Source: an optimization exercise on an open RTL-to-GDS flow (aim: small area). Production flows keep margins and buffers that such runs may drop. In this exercise RTL edits were held to simulation tests only and were not proved equivalent to the original. No driver is modelled on the clock port, so clocking that relies on it looks cheaper here than on a real chip. Power and IR drop assume default switching activity.

**flow/flow/run.sh**
```bash
#!/bin/bash
# Standard ORFS layout, except:
#  - synthesis is the standard synthesis with an area-oriented ABC script
#    (flow/abc_area.script) for the combinational logic; registers are untouched;
#  - the ports are buffered with the smallest buffer;
#  - the clock tree is built by flow/clock_tree.tcl instead of ORFS's CTS step.
set -euo pipefail
W=$PWD
cat > $W/area_synth.tcl <<EOT
puts "area_synth: ABC script $W/flow/abc_area.script"
proc abc {args} {
  set i [lsearch \$args -script]
  set args [lreplace \$args \$i [expr {\$i+1}] -script $W/flow/abc_area.script]
  yosys abc {*}\$args
}
source $W/synth_recipe.tcl
EOT
export BUFFER_PORTS_ARGS="-buffer_cell sky130_fd_sc_hd__buf_1"
bash standard.sh SYNTH_SCRIPT=$W/area_synth.tcl place > standard_place.log 2>&1
export RESULTS=$W/orfs/results/sky130hd/apb_logi/base
export CLK_LEAVES=4 CLK_LEAF_BUF=sky130_fd_sc_hd__buf_16 CLK_ROOTS=0 CLK_ROOT_BUF=sky130_fd_sc_hd__buf_8
export CLK_LEAF_SIZES="sky130_fd_sc_hd__buf_16 sky130_fd_sc_hd__buf_12 sky130_fd_sc_hd__buf_8 sky130_fd_sc_hd__buf_6 sky130_fd_sc_hd__buf_4" CLK_SLEW_TARGET=0.115
export CELL_PAD=0
openroad -no_init -exit $W/flow/clock_tree.tcl > clock_tree.log 2>&1
cp $RESULTS/3_place.sdc $RESULTS/4_cts.sdc
bash standard.sh SYNTH_SCRIPT=$W/area_synth.tcl finish > standard_finish.log 2>&1
```
**flow/flow/abc_area.script**
```
strash
&get -n
&st
&dc2
&dch -f
&nf -a -F 20 -A 20 -E 100
&put
topo
```
**flow/flow/clock_tree.tcl**
```tcl
# Clock tree built by hand in place of ORFS's CTS step: the flip-flops are
# split by k-means on their placed positions into $CLK_LEAVES groups, each
# driven by one $CLK_LEAF_BUF placed at its centre. With CLK_ROOTS > 0 the
# leaf buffers are in turn grouped under $CLK_ROOTS buffers of $CLK_ROOT_BUF.
set R $::env(RESULTS)
set P $::env(FLOW_HOME)/platforms/sky130hd
read_liberty $P/lib/sky130_fd_sc_hd__tt_025C_1v80.lib
read_db $R/3_place.odb
read_sdc $R/3_place.sdc
source $P/setRC.tcl

proc kmeans {pts K} {
  set s [lsort -integer -index 0 $pts]
  set n [llength $s]
  set cs {}
  for {set k 0} {$k < $K} {incr k} {
    set p [lindex $s [expr {int(($k + 0.5) * $n / $K)}]]
    lappend cs [list [lindex $p 0] [lindex $p 1]]
  }
  for {set it 0} {$it < 50} {incr it} {
    set groups {}
    for {set k 0} {$k < $K} {incr k} { lappend groups {} }
    foreach p $pts {
      set best 0
      set bd 1e18
      for {set k 0} {$k < $K} {incr k} {
        set c [lindex $cs $k]
        set d [expr {abs([lindex $p 0] - [lindex $c 0]) + abs([lindex $p 1] - [lindex $c 1])}]
        if {$d < $bd} { set bd $d; set best $k }
      }
      lset groups $best [concat [lindex $groups $best] [list $p]]
    }
    set cs {}
    foreach g $groups {
      set sx 0; set sy 0; set m [llength $g]
      if {$m == 0} { lappend cs {0 0}; continue }
      foreach p $g { set sx [expr {$sx + [lindex $p 0]}]; set sy [expr {$sy + [lindex $p 1]}] }
      lappend cs [list [expr {$sx / $m}] [expr {$sy / $m}]]
    }
  }
  return [list $groups $cs]
}

proc buffer_groups {pts K cell prefix} {
  lassign [kmeans $pts $K] groups cs
  set out {}
  set i 0
  foreach g $groups c $cs {
    if {[llength $g] == 0} continue
    set pl {}
    foreach p $g { lappend pl [get_pins [lindex $p 2]] }
    set x [expr {[lindex $c 0] / 1000.0}]
    set y [expr {[lindex $c 1] / 1000.0}]
    puts "clock_tree: ${prefix}$i drives [llength $g] pins at ($x, $y)"
    insert_buffer -buffer_cell $cell -net pclk -load_pins $pl -location [list $x $y] \
      -buffer_name ${prefix}$i -net_name ${prefix}net$i
    lappend out [list [lindex $c 0] [lindex $c 1] ${prefix}$i/A]
    incr i
  }
  return $out
}

set sinks {}
foreach inst [[ord::get_db_block] getInsts] {
  if {![[$inst getMaster] isSequential]} continue
  set loc [$inst getLocation]
  lappend sinks [list [lindex $loc 0] [lindex $loc 1] "[$inst getName]/CLK"]
}
puts "clock_tree: [llength $sinks] flip-flops"
set leaves [buffer_groups $sinks $::env(CLK_LEAVES) $::env(CLK_LEAF_BUF) clkleaf_]
if {$::env(CLK_ROOTS) > 0} {
  buffer_groups $leaves $::env(CLK_ROOTS) $::env(CLK_ROOT_BUF) clkroot_
}
foreach net [[ord::get_db_block] getNets] {
  if {[string match clk* [$net getName]] || [$net getName] eq "pclk"} {
    $net setSigType CLOCK
  }
}

set_placement_padding -global -left $::env(CELL_PAD) -right $::env(CELL_PAD)
detailed_placement
set_propagated_clock [all_clocks]
estimate_parasitics -placement

# Largest slew (ns) at the clock pins that buffer inst drives.
proc sink_slew {inst} {
  set mx 0
  set net [[[ord::get_db_block] findInst $inst] findITerm X]
  foreach it [[$net getNet] getITerms] {
    if {[$it isOutputSignal]} continue
    set s [get_property [get_pins [[$it getInst] getName]/[[$it getMTerm] getName]] slew_max]
    if {$s > $mx} { set mx $s }
  }
  return $mx
}

# Shrink each leaf buffer while the slew at its flip-flops stays under
# CLK_SLEW_TARGET (ns).
set sizes $::env(CLK_LEAF_SIZES)
foreach inst [get_cells clkleaf_*] {
  set name [get_name $inst]
  set cur [get_name [get_lib_cells -of_objects $inst]]
  set i [lsearch $sizes $cur]
  while {$i + 1 < [llength $sizes]} {
    set nxt [lindex $sizes [expr {$i + 1}]]
    replace_cell $inst $nxt
    estimate_parasitics -placement
    if {[sink_slew $name] > $::env(CLK_SLEW_TARGET)} {
      replace_cell $inst $cur
      estimate_parasitics -placement
      break
    }
    set cur $nxt
    incr i
  }
  puts "clock_tree: $name is $cur, slew [sink_slew $name]"
}
detailed_placement
check_placement -verbose
estimate_parasitics -placement
report_clock_skew
report_worst_slack -min
report_worst_slack -max
report_check_types -max_slew -max_capacitance -violators
write_db $R/4_1_cts.odb
```
**flow/standard.sh**
```bash
#!/bin/bash
# synth_recipe.tcl (not shown) runs the flow's synth.tcl, then flattens the netlist and writes it again
# the make line also repeats each setting of config.mk as NAME=value (left out here)
make -C /OpenROAD-flow-scripts/flow DESIGN_CONFIG=/design/flow/config.mk WORK_HOME=/design/flow/orfs CLKGATE_MAP_FILE= SYNTH_SCRIPT=/design/flow/synth_recipe.tcl "${@:-finish}"
```
**flow/config.mk**
```make
export PLATFORM = sky130hd
export DESIGN_NAME = apb_logi
export DESIGN_NICKNAME = apb_logi
export VERILOG_FILES = /design/flow/design.v
export SDC_FILE = /design/flow/constraint.sdc
export NUM_CORES = 4
export LEC_CHECK = 0
export CAP_MARGIN = 20
export CORE_MARGIN = 2
export CORE_UTILIZATION = 40
export SLEW_MARGIN = 20
```
**flow/constraint.sdc**
```tcl
create_clock -name core_clock -period 5.0 [get_ports {pclk}]
set_input_delay 1.0000 -clock core_clock [delete_from_list [all_inputs] [get_ports {pclk}]]
set_output_delay 1.0000 -clock core_clock [all_outputs]
set_load 0.01 [all_outputs]
```
**flow/design.v**
```verilog
module apb_logi (input pclk,
                 input reset_n,
                 input [31:0] paddress,
                 input pwrite,
                 input pselx,
                 input penable,
                 input [31:0] pwdata,
                 output reg pslverr,
                 output reg pready,
                 output [31:0] prdata
                 );
reg [3:0]  st;
reg [31:0] wd1;
reg [31:0] rw;
reg [31:0] wo;
reg        wrw, wwo;
wire adr_ok = ~|{paddress[31:4], paddress[1:0]};
wire refused = (paddress[3] & ~paddress[2] & ~pwrite) |
               (paddress[3] &  paddress[2] &  pwrite);
wire valid = pselx & adr_ok & ~refused;
wire [2:0] code = valid ? {paddress[3:2], pwrite} : 3'b100;
wire first = penable & pselx & ~st[3];
wire match = valid & (st[2:0] == code) & (pwdata == wd1);
wire ok = first & match;
wire [2:0] sel = {ok & (code == 3'b110),
                  ok & (code == 3'b000) & wwo,
                  ok & (code == 3'b010) & wrw};
always @(posedge pclk) begin
   st  <= penable ? {1'b1, sel} : {1'b0, code};
   wd1 <= pwdata;
   pready  <= reset_n & first;
   pslverr <= reset_n & first & ~match;
   if (ok & (code == 3'b011))
      rw <= pwdata;
   if (ok & (code == 3'b101))
      wo <= pwdata;
   if (~reset_n) begin
      wrw <= 1'b0;
      wwo <= 1'b0;
   end else begin
      if (ok & (code == 3'b011))
         wrw <= 1'b1;
      if (ok & (code == 3'b101))
         wwo <= 1'b1;
   end
end
assign prdata = ({32{st[0]}} & rw) | ({32{st[1]}} & wo) | ({32{st[2]}} & 32'h000000AA);
endmodule
```
==> summary.txt, run 1 <==
status complete, no violations; first-pass GRT wire length 10080 um; Final Hold Viols 0; Die H 98.70 um; largest net degree at the start of global routing 34; flop2flop setup slack 1620 ps; Wirelength per Cell 15.10 um; Peak supply drop 0.0002574 V; IO Pins 103; f_max 244.9 MHz; Cell Area, Synth 0.003587 sq mm; CP startpoint paddress[1]; CP endpoint kind flip-flop; crit path capture rw[20]$_DFFE_PP_; unrepaired setup endpoints after global routing false; Hold Crit Start st[3]$_DFF_P_; vias in the first global route 2034; Worst R2R End rw[20]$_DFFE_PP_; Final Setup Violations 0; RR Startpoint st[0]$_DFF_P_; design area 0.004230 sq mm; layout cells sized above 1 3.364%; Synth Area per Inst 16.61 sq um; Startpoint Class input port; syn nets 285; DRT Wirelength 6567 um; sw power 234.1 uW; WP data required 4790 ps; part of the power in registers 71.0%; Tcrit/Tclk final 81.66%; placed cell areas 0.004155 sq mm; EDFF count, synth 64; Critical Path Most Common Cell nor4_1; Slew Limit Fails 0; HPWL after DPL 4551 um; port bufs 102; Post-synth ARST share 0%; remaining routing DRC violations 0; r2r worst-path depth 7; area growth from synthesis to layout 17.93%; Critical-path top delay cell nor4_1; internal power 1075 uW; most frequent cells in the layout buf_1 (102), edfxtp_1 (64), dfxtp_1 (40), a22o_1 (28), xnor2_1 (17); latest clock arrival within the worst-skew pair 140 ps; critical path data arrival time 3870 ps; Critical Path Max Stage Delay 540 ps; DR vias/cell 5.005; worst-margin pin slew 689.7 ps; number of synthesized register bits 104; initial DRC count 98; post-layout util 48.51%; Multi-input gate area 869.6 sq um; Synth cell types 24; setup TNS after final layout 0 ps; Max-slew headroom 53.67%; grt ovf 0; Filler cells 764; YS warnings 1; sequential share of the synthesized area 75.90%; die area 0.009742 sq mm; Max Fanout on Critical Path 33; ys flop type edfxtp_1; LEAKAGE 0.001360 uW; Layout Nets 398; Setup CP Type input port to flip-flop; commonest non-fill, non-tap cell in the layout buf_1; Placer Congestion 0.7244; drt pass-1 iters 4; initial antenna violation count 0; Via Count 2177; die width 98.70 um; Tmin final 4083 ps; register area 0.002723 sq mm; Max-Cap Viols 0; Post-Synthesis Cells 216; FP Rows 34; clock slew at reported path FFs 110 ps; core area 0.008721 sq mm; Antenna diodes 0; combinational share of power 5.0%; Setup Skew 16.50 ps; pwr/cell area 309.4 mW/mm^2; Net Sw Frac 17.89%; Initial Utilization 41.13%; Antenna Nets Post-Route 0; Worst Hold Class flip-flop to flip-flop; clock power share 23.9%; total track usage 12.61%; worst-path cell chain buf_1 > nor4_1 > nand4_1 > a311oi_1 > or4b_1 > nor4_1 > and4_2 > buf_4
## layout make-up
type                       count  area share (%)
tap                          108           3.194
timing repair buffer         107           9.938
inverter                       2          0.1775
clock buffer                   4           1.775
sequential                   104           64.36
multi-input combinational    110           20.56
## worst min-delay path by stage
stage	cells after the start	to	slack [ps]
floorplan	1	pready$_DFF_P_	410
global placement	1	pready$_DFF_P_	440
detailed placement	1	pready$_DFF_P_	450
global route	1	pready$_DFF_P_	480
finish	1	pready$_DFF_P_	460
## stage by stage
step	total power, uW	setup slack (ps)	cells	hold WS (ps)
final	1309	917.0	435	459.9
after global routing	1354	621.7	435	484.9
after detailed placement	1016	784.7	431	446.5
after global placement	1014	1019	431	442.4
after floorplan	976.7	536.2	216	408.7
## Yosys cell counts, types with 2 or more instances
master | count | area (sq um)
a221o_1 | 4 | 40.04
a22o_1 | 28 | 245.2
clkinv_1 | 2 | 7.510
dfxtp_1 | 40 | 800.8
edfxtp_1 | 64 | 1922
nand2_1 | 6 | 22.52
nand4_1 | 8 | 50.05
nor2_1 | 2 | 7.510
nor3b_1 | 3 | 22.52
nor4_1 | 12 | 75.07
o21a_1 | 3 | 22.52
xnor2_1 | 17 | 148.9
xor2_1 | 16 | 140.1
## critical path, delay by kind of cell
family | cells | cell delay, ps
AND/OR/NAND/NOR | 5 | 1880
AO/OA/AOI/OAI | 1 | 510
buffers and inverters | 2 | 460
## power by group through the flow
stage	registers, uW	logic, uW	clock network, uW
global route	931	74.1	349
detailed placement	949	66.6	0
floorplan	948	28.2	0
global placement	949	65.6	0
finish	929	65.9	313
## registers in the layout, summed over array words and instances, names as in the netlist
| register | count |
|---|---|
| wd1 | 32 |
| wo | 32 |
| st | 4 |
| wrw | 1 |
| pslverr | 1 |
| wwo | 1 |
| rw | 32 |
| pready | 1 |
## logic make-up after synthesis
logic type	share of synthesized area, %
buffers and inverters	0.2094
XOR/XNOR	8.057
flip-flops	75.90
AO/OA/AOI/OAI	9.906
AND/OR/NAND/NOR	5.929
## per-layer routing
| layer | track usage [%] | wire length [um] |
|---|---|---|
| met1 | 18.10 | 3054 |
| met2 | 21.66 | 3029 |
| met3 | 1.135 | 382 |
| met4 | 1.581 | 101 |
| met5 | 0 | 0 |
==> inputs of run 2 (changes only) <==
==> flow/flow/abc_area.script (replaced) <==
strash
&get -n
&st
&syn2
&dch -f
&nf -a
&st
&dch -f
&nf -a
&put
topo
--- a/flow/config.mk
+++ b/flow/config.mk
@@ -10,2 +10,3 @@
 export CORE_UTILIZATION = 40
+export PLACE_DENSITY = 0.95
 export SLEW_MARGIN = 20
==> run 2 against run 1 <==
Against the previous run: cell count fell by 0.23%; largest cell class unchanged; clock power about the same; critical endpoint is now wo[10]$_DFFE_PP_; non-clock buffer count fell by 3; highest routed layer unchanged; combinational power shrank 2%; utilization is 0.29 points lower; global-route usage up 1.3 points; still clean on timing, DRC and antenna; maximum frequency up 5.8%.
==> summary.txt, run 2 <==
Final Setup Violations 0; core area 0.008721 sq mm; Net Sw Frac 17.97%; WHS Endpoint wrw$_SDFFE_PN0P_; number of synthesized register bits 104; clock power share 23.9%; Die H 98.80 um; Synth top cells by count edfxtp_1 (64), dfxtp_1 (40), xor2_1 (31); ys flop type edfxtp_1; Startpoint Class input port; YS warnings 1; Antenna diodes 0; port bufs 102; flop2flop setup slack 1910 ps; Setup CP Type input port to flip-flop; clock slew at reported path FFs 110 ps; placed cell areas 0.004130 sq mm; die width 98.80 um; top cell type's share of synthesized area 53.46%; Multi-input gate area 863.3 sq um; Post-Place Cells 430; Via Count 2220; DR vias/cell 5.115; worst hold path depth 1; Antenna Nets Post-Route 0; design area 0.004205 sq mm; cell taking the most area after synthesis edfxtp_1; top post-synthesis cells by area edfxtp_1 (53%), dfxtp_1 (22%), xor2_1 (7.6%); Place WS 1011 ps; HPWL after DPL 4921 um; r2r worst-path depth 6; remaining routing DRC violations 0; Max-slew headroom 45.08%; status complete, no violations; DRT Wirelength 7011 um; sw power 234.8 uW; Synth Area per Inst 16.49 sq um; Wirelength per Cell 16.15 um; Placer Congestion 0.7724; Filler cells 744; Hold Crit Start wrw$_SDFFE_PN0P_; RR Startpoint st[1]$_DFF_P_; Setup Skew 18.39 ps; part of the power in registers 71.2%; Worst Hold Class flip-flop to flip-flop; drt pass-1 iters 4; Cell Area, Synth 0.003595 sq mm; f_max 259.2 MHz; initial DRC count 64; first-pass GRT wire length 11290 um; LEAKAGE 0.001370 uW; CP endpoint kind flip-flop; internal power 1072 uW; Slew Limit Fails 0; critical path data arrival time 3620 ps; final worst setup slack 1142 ps; Final Hold Viols 0; Initial Utilization 41.22%; Max-Cap Viols 0; Worst R2R End wo[10]$_DFFE_PP_; Post-Synthesis Cells 218; Tmin final 3858 ps; vias in the first global route 2389; biggest regs rw x32, wd1 x32, wo x32; combinational share of power 4.9%; most frequent cells in the layout buf_1 (102), edfxtp_1 (64), dfxtp_1 (40), xor2_1 (31), a22o_1 (28); IO Pins 103; initial antenna violation count 0; pwr/cell area 310.8 mW/mm^2; commonest non-fill, non-tap cell in the layout buf_1; die area 0.009761 sq mm; total track usage 13.90%; register area 0.002723 sq mm; area growth from synthesis to layout 16.99%; FP Rows 34; layout cells sized above 1 2.454%; worst-margin pin slew 823.7 ps; setup TNS after final layout 0 ps; unrepaired setup endpoints after global routing false; largest net degree at the start of global routing 34; Max Fanout on Critical Path 33; Synth cell types 23; latest clock arrival within the worst-skew pair 140 ps; EDFF count, synth 64; Post-synth ARST share 0%; grt ovf 0; WP data required 4760 ps; top-count cell post-synth edfxtp_1; Finished Layout Cells 434; sequential share of the synthesized area 75.74%; Layout Nets 397; syn nets 287; Tcrit/Tclk final 77.16%; Peak supply drop 0.0001618 V
==> run 2: cell types whose count changed after synthesis, sizes merged, moves of 3 or more <==
cell	before	now
nand2	6	3
nand4	8	5
nor4	12	16
xnor2	17	3
xor2	16	31
==> run 2: per-layer routing <==
layer	track usage, %	share of wire (%)
met3	1.915	6.3
met5	0	0
met1	17.17	41
met2	26.20	52
met4	2.318	1.5
==> run 2: cells by family (layout without fill, tap and decap cells) <==
kind of cell    after synthesis  count (layout)  share of synthesized area (%)
flops                       104             104                          75.74
simple gates                 37              37                          6.196
xor+xnor                     34              34                          8.284
compound gates               40              40                          9.468
buf+inv                       3             111                         0.3132
==> run 2: critical path, stage by stage <==
cell	delay (ps)
buf_1	280
xor2_1	140
nor4_1	310
nand4_1	190
or4_1	570
nor4_1	300
and3b_2	810
==> run 2: worst max path at each step <==
stage	to	cells after the start	slack, ps	start
detailed placement	wo[19]$_DFFE_PP_	7	1010	paddress[2]
global placement	rw[19]$_DFFE_PP_	7	1270	pwdata[19]
finish	wo[10]$_DFFE_PP_	7	1140	paddress[2]
global route	wo[22]$_DFFE_PP_	7	970	paddress[2]
floorplan	wo[0]$_DFFE_PP_	6	1510	paddress[2]
==> run 2: power by group through the flow <==
stage	Sequential (uW)	Combinational, uW	Clock, uW
after global routing	931	72.8	350
final	930	64.6	312
after floorplan	948	25.5	0
after global placement	949	61.1	0
after detailed placement	949	64.8	0
==> run 2: layout make-up <==
cell class	count	share of cell area [%]
tap	108	3.213
multi-input combinational	111	20.53
timing repair buffer	104	9.461
inverter	3	0.2678
clock buffer	4	1.785
sequential	104	64.74
==> run 2: stage by stage <==
step                      hold slack [ps]  total power (uW)  utilization (%)
after floorplan                     440.3             973.9                -
after global placement              451.0              1010            47.36
after detailed placement            454.7              1014            47.36
after global routing                509.9              1354            48.22
final                               492.5              1307            48.22
==> inputs of run 3 (changes only) <==
--- a/flow/config.mk
+++ b/flow/config.mk
@@ -10,3 +10,2 @@
 export CORE_UTILIZATION = 40
-export PLACE_DENSITY = 0.95
 export SLEW_MARGIN = 20
==> run 3 against run 2 <==
Against the previous run: worst setup slack improved by 95 ps; maximum frequency increased by 2.5%; sequential share of layout area decreased by 0.077 points; die area unchanged; power increased by 1.4%; non-clock buffer count unchanged; clock power increased by 6%; synthesized cell count unchanged; design area increased by 0.12%; global-route usage decreased by 0.21 points; critical path type unchanged; largest cell class unchanged; largest power group unchanged.
==> summary.txt, run 3 <==
Synth cell types 23; Worst Hold Class flip-flop to flip-flop; Die H 98.80 um; cell taking the most area after synthesis edfxtp_1; most frequent cells in the layout buf_1 (102), edfxtp_1 (64), dfxtp_1 (40), xor2_1 (31), a22o_1 (28); WHS Endpoint wwo$_SDFFE_PN0P_; critical path data arrival time 3520 ps; Post-Synthesis Cells 218; largest net degree at the start of global routing 34; Layout Nets 397; vias in the first global route 2136; Tmin final 3763 ps; biggest regs rw x32, wd1 x32, wo x32; Via Count 2193; Filler cells 782; Antenna Nets Post-Route 0; first-pass GRT wire length 10870 um; Placer Congestion 0.8702; Post-synth ARST share 0%; design area 0.004210 sq mm; Final Setup Violations 0; top post-synthesis cells by area edfxtp_1 (53%), dfxtp_1 (22%), xor2_1 (7.6%); HPWL after DPL 4664 um; global-route met3 utilization 1.702%; pwr/cell area 314.7 mW/mm^2; Setup CP Type input port to flip-flop; Hold Crit Start wwo$_SDFFE_PN0P_; GRT Max-Usage Layer met2; Initial Utilization 41.22%; die area 0.009761 sq mm; initial DRC count 126; Tcrit/Tclk final 75.26%; Peak supply drop 0.0001717 V; initial antenna violation count 0; Cell Area, Synth 0.003595 sq mm; number of synthesized register bits 104; Max-Cap Viols 0; placed cell areas 0.004130 sq mm; flop2flop setup slack 1680 ps; die width 98.80 um; Place WS 1009 ps; LEAKAGE 0.001372 uW; total track usage 13.70%; remaining routing DRC violations 0; grt ovf 0; Setup Skew 21.61 ps; sequential share of the synthesized area 75.74%; syn nets 287; Max Fanout on Critical Path 33; Final Hold Viols 0; commonest non-fill, non-tap cell in the layout buf_1; layout cells sized above 1 2.454%; FP Rows 34; DR vias/cell 5.053; latest clock arrival within the worst-skew pair 140 ps; YS warnings 1; top cell type's share of synthesized area 53.46%; EDFF count, synth 64; Final Total Pwr 1325 uW; f_max 265.7 MHz; Synth top cells by count edfxtp_1 (64), dfxtp_1 (40), xor2_1 (31); CP endpoint kind flip-flop; met1 Track Usage GR 19.62%; setup TNS after final layout 0 ps; IO Pins 103; port bufs 102; worst hold path depth 1; WP data required 4760 ps; area growth from synthesis to layout 17.12%; RR Startpoint st[1]$_DFF_P_; Worst R2R End rw[13]$_DFFE_PP_; r2r worst-path depth 7; Slew Limit Fails 0; Max-slew headroom 44.06%; DRT Wirelength 7058 um; unrepaired setup endpoints after global routing false; final worst setup slack 1237 ps; worst-margin pin slew 839.1 ps; drt pass-1 iters 4; status complete, no violations; post-layout util 48.28%; core area 0.008721 sq mm; Startpoint Class input port; clock slew at reported path FFs 100 ps; ys flop type edfxtp_1; top-count cell post-synth edfxtp_1; Antenna diodes 0; Synth Area per Inst 16.49 sq um; met2 usage 23.54%; Wirelength per Cell 16.26 um
[run 3: kinds of logic after synthesis]
family / Yosys count / share of synthesized area, %
flip-flops: 104 / 75.74
buffers and inverters: 3 / 0.3132
XOR/XNOR: 34 / 8.284
AO/OA/AOI/OAI: 40 / 9.468
AND/OR/NAND/NOR: 37 / 6.196
[run 3: worst max path at each step]
stage	from	end	slack [ps]
finish	paddress[2]	rw[13]$_DFFE_PP_	1240
global route	paddress[2]	rw[22]$_DFFE_PP_	950
detailed placement	paddress[2]	rw[13]$_DFFE_PP_	1010
global placement	paddress[2]	rw[12]$_DFFE_PP_	1050
floorplan	paddress[2]	wo[0]$_DFFE_PP_	1510
[run 3: layer usage]
layer / routed length, um / share of wire (%)
met5: 0 / 0
met3: 414 / 5.9
met2: 3261 / 46
met1: 3315 / 47
met4: 65 / 0.92
[run 3: cell type report]
type	count	area (sq um)	area share, %
Sequential cell	104	2723	64.67
Multi-Input combinational cell	111	863.3	20.51
Timing Repair Buffer	104	397.9	9.450
Tap cell	108	135.1	3.210
Clock buffer	4	80.08	1.902
Inverter	3	11.26	0.2675
[run 3: metrics by stage]
stage | hold slack (ps) | cells
2_1_floorplan | 440.3 | 218
3_3_place_gp | 449.5 | 430
3_5_place_dp | 455.4 | 430
5_1_grt | 490.0 | 434
6_report | 475.1 | 434
[run 3: worst max-delay path, cell delays in order]
cell and delay (ps):
buf_1 280, xor2_1 150, nor4_1 300, nand4_1 180, or4_1 550, nor4_1 240, and3_2 790
[run 3: power by group]
part	internal, uW	switching (uW)
clock	130	200
combinational	28.7	36.4
sequential	923	6.98
total	1080	243
==> inputs of run 4 (changes only) <==
--- a/flow/config.mk
+++ b/flow/config.mk
@@ -9,3 +9,4 @@
 export CORE_MARGIN = 2
-export CORE_UTILIZATION = 40
+export CORE_UTILIZATION = 60
+export PLACE_DENSITY = 0.85
 export SLEW_MARGIN = 20
==> run 4 against run 3 <==
Against the previous run: clock-buffer cell count unchanged; die area decreased by 32%; largest cell class unchanged; wire length decreased by 5.7%; still clean; synthesized area unchanged; power decreased by 0.65%; critical endpoint is now wo[23]$_DFFE_PP_.
==> summary.txt, run 4 <==
Synth cell types 23; remaining routing DRC violations 0; WP data required 4770 ps; Post-synth ARST share 0%; Antenna diodes 0; area growth from synthesis to layout 15.98%; die width 81.40 um; flop2flop setup slack 1860 ps; Tmin final 3763 ps; Setup Skew 11.86 ps; unrepaired setup endpoints after global routing false; Multi-input gate area 863.3 sq um; largest net degree at the start of global routing 34; top cell type's share of synthesized area 53.46%; Final Setup Violations 0; Setup CP Type input port to flip-flop; CP endpoint kind flip-flop; register area 0.002723 sq mm; Slew Limit Fails 0; Via Count 2259; DRT Wirelength 6656 um; Layout Nets 397; first-pass GRT wire length 9922 um; Max-slew headroom 46.20%; grt ovf 0; Peak supply drop 0.0002321 V; syn nets 287; YS warnings 1; most frequent cells in the layout buf_1 (102), edfxtp_1 (64), dfxtp_1 (40), xor2_1 (31), a22o_1 (28); DR vias/cell 5.633; clock slew at reported path FFs 90 ps; setup TNS after final layout 0 ps; Max-Cap Viols 0; drt pass-1 iters 4; Synth top cells by count edfxtp_1 (64), dfxtp_1 (40), xor2_1 (31); LEAKAGE 0.001372 uW; initial antenna violation count 0; Worst R2R End wo[23]$_DFFE_PP_; Final Total Pwr 1316 uW; post-synthesis simple-gate area fraction 6.196%; Synth Area per Inst 16.49 sq um; top post-synthesis cells by area edfxtp_1 (53%), dfxtp_1 (22%), xor2_1 (7.6%); worst-margin pin slew 807.0 ps; vias in the first global route 2158; Startpoint Class input port; post-layout util 71.26%; IO Pins 103; biggest regs rw x32, wd1 x32, wo x32; Cell Area, Synth 0.003595 sq mm; Placer Congestion 0.8395; Wirelength per Cell 16.60 um; Die H 81.40 um; Hold Crit Start wwo$_SDFFE_PN0P_; r2r worst-path depth 7; pwr/cell area 315.7 mW/mm^2; commonest non-fill, non-tap cell in the layout buf_1; total track usage 19.43%; Worst Hold Class flip-flop to flip-flop; EDFF count, synth 64; FP Rows 28; Filler cells 393; XOR/XNOR share of the synthesized area 8.284%; Compound-Gate Fraction of Synth Area 9.467%; WHS 487.0 ps; number of synthesized register bits 104; Tcrit/Tclk final 75.25%; ys flop type edfxtp_1; multiplexer area fraction after synthesis 0%; Max Fanout on Critical Path 33; Initial Utilization 61.44%; latest clock arrival within the worst-skew pair 130 ps; status complete, no violations; critical path data arrival time 3530 ps; port bufs 102; Antenna Nets Post-Route 0; CP startpoint paddress[2]; post-synthesis adder-cell area fraction 0%; top-count cell post-synth edfxtp_1; f_max 265.8 MHz; HPWL after DPL 4600 um; layout cells sized above 1 2.454%; Post-Synthesis Cells 218; cell taking the most area after synthesis edfxtp_1; initial DRC count 133; largest family of logic cells by synthesized area compound AO/OA/AOI/OAI gates; crit path capture wo[23]$_DFFE_PP_; sequential share of the synthesized area 75.74%; RR Startpoint st[0]$_DFF_P_; Final Hold Viols 0; core area 0.005851 sq mm; die area 0.006626 sq mm
[run 4: area by class of cell]
cell class              instances  share of cell area (%)
flip-flops and latches        104                   65.31
well taps                      75                   2.251
repair buffers                104                   9.544
clock buffers                   4                   1.921
inverters                       3                  0.2701
multi-input cells             111                   20.71
[run 4: how the worst min path moves through the flow]
stage                        to  slack, ps  depth (start not counted)
5_1_grt        wrw$_SDFFE_PN0P_        530                          1
6_report       wwo$_SDFFE_PN0P_        490                          1
2_1_floorplan  wrw$_SDFFE_PN0P_        440                          1
3_3_place_gp   wwo$_SDFFE_PN0P_        450                          1
3_5_place_dp   wwo$_SDFFE_PN0P_        470                          1
[run 4: cells by family (layout without fill, tap and decap cells)]
family | after synthesis | count (layout)
xor+xnor | 34 | 34
buf+inv | 3 | 111
compound gates | 40 | 40
flops | 104 | 104
simple gates | 37 | 37
[run 4: routing by layer]
layer | routed length [um] | global-route usage [%] | vias to the layer above | share of wire (%)
li1 | - | - | 1074 | -
met1 | 2773 | 25.94 | 1076 | 42
met2 | 3358 | 35.25 | 103 | 50
met3 | 447 | 2.222 | 6 | 6.7
met4 | 77 | 2.542 | 0 | 1.2
met5 | 0 | 0 | - | 0
[run 4: critical path, stage by stage]
cell and delay (ps):
buf_1 300, xor2_1 150, nor4_1 310, nand4_1 170
or4_1 550, nor4_1 250, and3b_2 790
[run 4: through the flow]
stage / area [sq um] / std cells / setup WS [ps]
after floorplan: 3595 / 218 / 1506
after global placement: 4089 / 397 / 1245
after detailed placement: 4089 / 397 / 1096
after global routing: 4169 / 401 / 1109
final: 4169 / 401 / 1237
[run 4: power by group]
group          internal (uW)  switching [uW]
registers                923            7.44
clock network            130             189
logic                   28.7            37.8

==> what the ideal ports hide <==
In the flow no input, the clock included, has a driving cell. The finished layouts below were timed again as built, in two steps.
Step 1: set_driving_cell puts a clkbuf_16 on pclk and a buf_2 on each other input, an assumption about the parent block.
Step 2 adds t to the input delays and takes it off the output delays; t is the mean of the earliest and latest rising clock arrival at the registers after step 1. Input paths then give back, and output paths get back, about the clock's delay inside the block.
Slacks: ideal ports / drivers / drivers and shift; pairs: ideal ports / drivers.
run | shift t [ns] | slack for setup (ns) | worst hold slack (ns) | worst register clock-pin slew, ns | worst data-port slew with drivers (ns)
run 1 | 0.212 | 0.917 / 0.979 / 0.767 | 0.460 / 0.460 / 0.460 | 0.11 / 0.11 | 0.05
run 2 | 0.211 | 1.142 / 1.196 / 0.986 | 0.492 / 0.492 / 0.492 | 0.11 / 0.11 | 0.04
run 3 | 0.216 | 1.237 / 1.284 / 1.068 | 0.475 / 0.475 / 0.475 | 0.11 / 0.11 | 0.05
run 4 | 0.209 | 1.237 / 1.291 / 1.082 | 0.487 / 0.487 / 0.487 | 0.10 / 0.10 | 0.04
After both steps every run listed still meets setup and hold. For run 3, which loses most, drivers alone change the setup slack by +0.047 ns; drivers and shift together by -0.169 ns.
